Context: an optimization exercise on an open-source flow, tuned for small area and a short achievable clock period. The choices shown serve that exercise and are no tape-out recipe. RTL that was checked went through simulation tests only; none was proved equivalent to the original.

==> flow/design.v (excerpt) <==
module cordic_stage (clk, reset, X_i, Y_i, Z_i, X_O, Y_O, Z_O);
clock: 3.65 ns
lec_check: 0
cap_margin: 20
core_margin: 2
core_utilization: 40
cts_cluster_diameter: 100
cts_cluster_size: 22
setup_slack_margin: 1.0
slew_margin: 20
synth_hierarchical: 1
synth_minimum_keep_size: 0
run.sh (not shown) runs the stock make flow with config.mk's settings and CLKGATE_MAP_FILE= SYNTH_SCRIPT=/design/flow/synth_recipe.tcl, a recipe that flattens the netlist after the stock synthesis.
The starting point went through all stages and came out clean.
Edit:
--- a/flow/design.v
+++ b/flow/design.v
@@ -25,23 +25,22 @@
   reg signed [4:0]  z11;
   reg signed [3:0]  z12;
   reg signed [2:0]  z13;
   reg signed [1:0]  z14;
   reg               z15;
   reg               z15c, z15i;
   reg        [2:0]  zo;
   reg [15:0] xo, yo;
   reg [1:0]  wfl, vfl;
   reg [1:0]  k0x, k0y;
   reg        c1x;
-  reg [1:0]  txr, tyr;
   wire qi = Z_i[15] ^ Z_i[14];
   always @(posedge clk) begin
     ws[15:0] <= X_i ^ {16{qi}};
     vs[15:0] <= Y_i ^ {16{Z_i[15]}};
     q[0]     <= qi;
     n[0]     <= Z_i[14];
     z1       <= {~Z_i[13], Z_i[12:0]};
   end
   wire [13:0] dnext = {z14[1], z13[2], z12[3], z11[4], z10[5], z9[6], z8[7],
                        z7[8], z6[9], z5[10], z4[11], z3[12], z2[13], z1[13]};
   wire signed [13:0] z2n;
@@ -144,32 +143,30 @@
     z11 <= z11n;
     z12 <= z12n;
     z13 <= z13n;
     z14 <= z14n;
     z15 <= z15n;
     z15c <= z14[0];
     wfl <= w14f;
     vfl <= v14f;
     k0x <= {1'b0, ~dnext[13] ^ q[13]} + {1'b0, z14[0] ^ q[13]} + {1'b0, q[13]};
     k0y <= {1'b0, dnext[13] ^ q[13]} + {1'b0, ~z14[0] ^ q[13]} + {1'b0, q[13]};
     c1x <= ~dnext[13] ^ q[13];
-    txr <= v14n[15:14] ^ {2{~dnext[13]}};
-    tyr <= w14n[15:14] ^ {2{dnext[13]}};
     z15i  <= ~z14[0];
     zo[0] <= z15;
     zo[1] <= ~z15c;
     zo[2] <= z15i;
   end
   wire [15:0] xo_n, yo_n;
-  cordic_last last (.w(ws[16*14 +: 16]), .v(vs[16*14 +: 16]), .wf(wfl), .vf(vfl), .tx(txr),
-                    .ty(tyr), .d15(z15), .k0x(k0x), .k0y(k0y), .c1x(c1x), .xo(xo_n), .yo(yo_n));
+  cordic_last last (.w(ws[16*14 +: 16]), .v(vs[16*14 +: 16]), .wf(wfl), .vf(vfl), .d14(n[14]),
+                    .d15(z15), .k0x(k0x), .k0y(k0y), .c1x(c1x), .xo(xo_n), .yo(yo_n));
   always @(posedge clk) begin
     xo <= xo_n;
     yo <= yo_n;
   end
   assign X_O = xo;
   assign Y_O = yo;
   assign Z_O = {{5{zo[2]}}, {5{zo[1]}}, {6{zo[0]}}};
 endmodule
 module cordic_iter (w, v, n, q, z, wo, vo, zo, wf, vf);
   parameter J = 0;
   parameter WI = 14;
@@ -288,29 +285,28 @@
         ones = 1'b1; zeros = 1'b1;
         for (k = L; k < 16; k = k + 1) begin
           oh[k] = a[k] ^ flip ^ (inc & ones) ^ (dec & zeros);
           ones  = ones & a[k];
           zeros = zeros & ~a[k];
         end
       end
       assign o[15:L] = oh;
     end
   endgenerate
 endmodule
-module cordic_last (w, v, wf, vf, tx, ty, d15, k0x, k0y, c1x, xo, yo);
+module cordic_last (w, v, wf, vf, d14, d15, k0x, k0y, c1x, xo, yo);
   input  [15:0] w;
   input  [15:0] v;
   input  [1:0]  wf;        
   input  [1:0]  vf;        
-  input  [1:0]  tx;        
-  input  [1:0]  ty;        
+  input         d14;       
   input         d15;       
   input  [1:0]  k0x;       
   input  [1:0]  k0y;       
   input         c1x;       
   output [15:0] xo;
   output [15:0] yo;
   function [15:0] addlow;
     input [15:0] a;
     input [4:0]  lp;
     reg          ones, zeros;
     integer i;
@@ -419,22 +415,24 @@
       last_tab1 = o;
     end
   endfunction
   function signbit;
     input       a15;
     input [1:0] f;
     input [1:0] id;
     begin
       signbit = a15 ^ (id[1] & f[1]) ^ (id[0] & f[0]);
     end
   endfunction
+  wire [1:0] tx   = v[15:14] ^ {2{~d14}};
+  wire [1:0] ty   = w[15:14] ^ {2{d14}};
   wire       w15s = signbit(w[15], wf, sign14_tab({w[2:0], tx, c1x}));
   wire       v15s = signbit(v[15], vf, sign14_tab({v[2:0], ty, ~c1x}));
   wire [6:0] ix   = {w[2:0], tx, k0x};
   wire [6:0] iy   = {v[2:0], ty, k0y};
   wire [15:0] x0 = addlow(w, last_tab0(ix));
   wire [15:0] x1 = addlow(w, last_tab1(ix));
   wire [15:0] y0 = addlow(v, last_tab0(iy));
   wire [15:0] y1 = addlow(v, last_tab1(iy));
   assign xo = (v15s ^ ~d15) ? x1 : x0;
   assign yo = (w15s ^ d15) ? y1 : y0;
 endmodule
=>
- first-iteration DRC count fell by 19%
- utilization went up by 0.25 points
- routed wire length climbs by 0.61%
- synthesized cell count drops by 0.52%
- worst hold slack is better by 14 ps
- synthesized area barely changes
- global-route usage rose by 0.11 points
- clock skew drops by 6.1 ps
- setup slack degrades by 53 ps
- maximum frequency went down by 2.0%

---

Another version of the RTL of cordic_stage (not shown whole).
Size: about 4200 cells after synthesis, roughly 98 I/O pins, roughly 0.040 mm^2 of cells after synthesis.
==> module cordic_iter, before the edit <==
module cordic_iter (w, v, n, q, z, wo, vo, zo, wf, vf);
  parameter J = 0;
  parameter WI = 14;
  parameter WO = 14;
  parameter A = 0;
  parameter LAST = 0;
  input  [15:0]   w;
  input  [15:0]   v;
  input           n;
  input           q;
  input  [WI-1:0] z;
  output [15:0]   wo;
  output [15:0]   vo;
  output [WO-1:0] zo;
  output [1:0]    wf;        
  output [1:0]    vf;        
  localparam L = J < 5 ? 16 : 16 - J;
  function [17:0] step;
    input [15:0] a;
    input [15:0] b;
    input        inv;
    input        cin;
    input        flip;
    reg   [15:0]  bs;
    reg   [L-1:0] bb, p, g, gg, pp, gn, pn;
    reg   [L:0]   c;
    reg           s, inc, dec, ones, zeros, o_hi, z_hi, o_up, z_up, ro, rz;
    integer i, d;
    begin
      bs = $signed(b) >>> J;
      bb = bs[L-1:0] ^ {L{inv}};
      p  = a[L-1:0] ^ bb;
      g  = a[L-1:0] & bb;
      gg = g;
      pp = p;
      for (d = 1; d < L; d = d * 2) begin
        gn = gg; pn = pp;
        for (i = d; i < L; i = i + 1) begin
          gn[i] = gg[i] | (pp[i] & gg[i-d]);
          pn[i] = pp[i] & pp[i-d];
        end
        gg = gn; pp = pn;
      end
      c = {gg | (pp & {L{cin}}), cin};
      step[L-1:0] = p ^ c[L-1:0] ^ {L{flip}};
      s   = b[15] ^ inv;
      inc = c[L] & ~s;
      dec = ~c[L] & s;
      ones = 1'b1; zeros = 1'b1;
      for (i = L; i < 16; i = i + 1) begin
        step[i] = a[i] ^ flip ^ (c[L] ? ~s & ones : s & zeros);
        ones  = ones & a[i];
        zeros = zeros & ~a[i];
      end
      o_hi = 1'b1; z_hi = 1'b1;
      for (i = L + 1; i < 15; i = i + 1) begin
        o_hi = o_hi & a[i];
        z_hi = z_hi & ~a[i];
      end
      o_up = o_hi & a[L];
      z_up = z_hi & ~a[L];
      ro = (~inc & ~dec & o_up) | (inc & o_hi & ~a[L]) | (dec & z_up);
      rz = (~inc & ~dec & z_up) | (inc & o_up) | (dec & z_hi & a[L]);
      step[17] = flip ? rz : ro;
      step[16] = flip ? ro : rz;
    end
  endfunction
  wire nn = z[WI-1];
  wire [17:0] ws_, vs_;
  assign ws_ = step(w, v, 1'b1, ~n ^ q, 1'b0);
  assign vs_ = step(v, w, 1'b0, q, LAST ? n : n ^ nn);
  assign wo  = ws_[15:0];
  assign vo  = vs_[15:0];
  assign wf  = LAST ? ws_[17:16] : 2'b00;
  assign vf  = LAST ? vs_[17:16] : 2'b00;
  wire [WI-1:0] k = A;
  wire [WI-1:0] s = z + (nn ? k : -k);
  assign zo = s[WO-1:0];
endmodule
==> flow/config.mk <==
export PLATFORM = sky130hd
export DESIGN_NAME = cordic_stage
export DESIGN_NICKNAME = cordic_stage
export VERILOG_FILES = /design/flow/design.v
export SDC_FILE = /design/flow/constraint.sdc
export NUM_CORES = 4
export LEC_CHECK = 0
export CAP_MARGIN = 20
export CORE_MARGIN = 2
export CORE_UTILIZATION = 40
export CTS_CLUSTER_DIAMETER = 100
export CTS_CLUSTER_SIZE = 22
export SETUP_SLACK_MARGIN = 1.2
export SLEW_MARGIN = 20
export SYNTH_HIERARCHICAL = 1
export SYNTH_MINIMUM_KEEP_SIZE = 0
==> flow/constraint.sdc <==
create_clock -name core_clock -period 3.65 [get_ports {clk}]
set_input_delay 0.7300 -clock core_clock [delete_from_list [all_inputs] [get_ports {clk}]]
set_output_delay 0.7300 -clock core_clock [all_outputs]
set_load 0.01 [all_outputs]
Edit:
--- a/flow/design.v
+++ b/flow/design.v
@@ -184,25 +184,23 @@
   output [15:0]   wo;
   output [15:0]   vo;
   output [WO-1:0] zo;
   output [1:0]    wf;        
   output [1:0]    vf;        
-  localparam L = J < 5 ? 16 : 16 - J;
+  localparam L = 16 - J;
   function [17:0] step;
     input [15:0] a;
     input [15:0] b;
     input        inv;
     input        cin;
     input        flip;
-    reg   [15:0]  bs;
     reg   [L-1:0] bb, p, g, gg, pp, gn, pn;
     reg   [L:0]   c;
     reg           s, inc, dec, ones, zeros, o_hi, z_hi, o_up, z_up, ro, rz;
     integer i, d;
     begin
-      bs = $signed(b) >>> J;
-      bb = bs[L-1:0] ^ {L{inv}};
+      bb = b[15:J] ^ {L{inv}};
       p  = a[L-1:0] ^ bb;
       g  = a[L-1:0] & bb;
       gg = g;
       pp = p;
       for (d = 1; d < L; d = d * 2) begin
Result:
- clock skew hardly moves
- critical path depth stays the same
- global-route usage decreases by 0.30 points
- routed wire length shrinks by 7.1%
- cell count falls by 3.7%
- non-clock buffer count goes up by 15
- synthesized cell count is lower by 4.8%
- register-to-register slack barely changes
- core utilization grows by 0.69 points
Only the layout flow was run in the first run of this note; the RTL was not checked for function there.

==> afterwards: timing with drivers on the ports <==
The results above use ideal ports. As a check the final layouts listed here were re-extracted and re-timed, cells and wires unchanged. Step 1 assumes that a clkbuf_16 drives the clock port and a buf_2 every other input. Step 2, shift: input delay + t, output delay - t, t = (earliest + latest rising clock arrival at the registers) / 2. This alone moves slack from input paths to output paths. Three values: ideal ports, drivers, drivers and shift; two values: the first two.
run	shift t [ns]	setup slack, ns	hold WS [ns]	clock arrival spread, ns
the first run of note 1	0.644	1.082 / 1.082 / 1.082	0.317 / 0.317 / 0.317	0.034 / 0.034
the second run of note 1	0.645	1.030 / 1.030 / 1.030	0.332 / 0.332 / 0.332	0.031 / 0.031
the first run of note 2	0.668	1.273 / 1.273 / 1.273	0.328 / 0.328 / 0.328	0.022 / 0.022
the second run of note 2	0.655	1.266 / 1.266 / 1.266	0.332 / 0.332 / 0.332	0.022 / 0.023
After both steps every run listed still meets setup and hold.
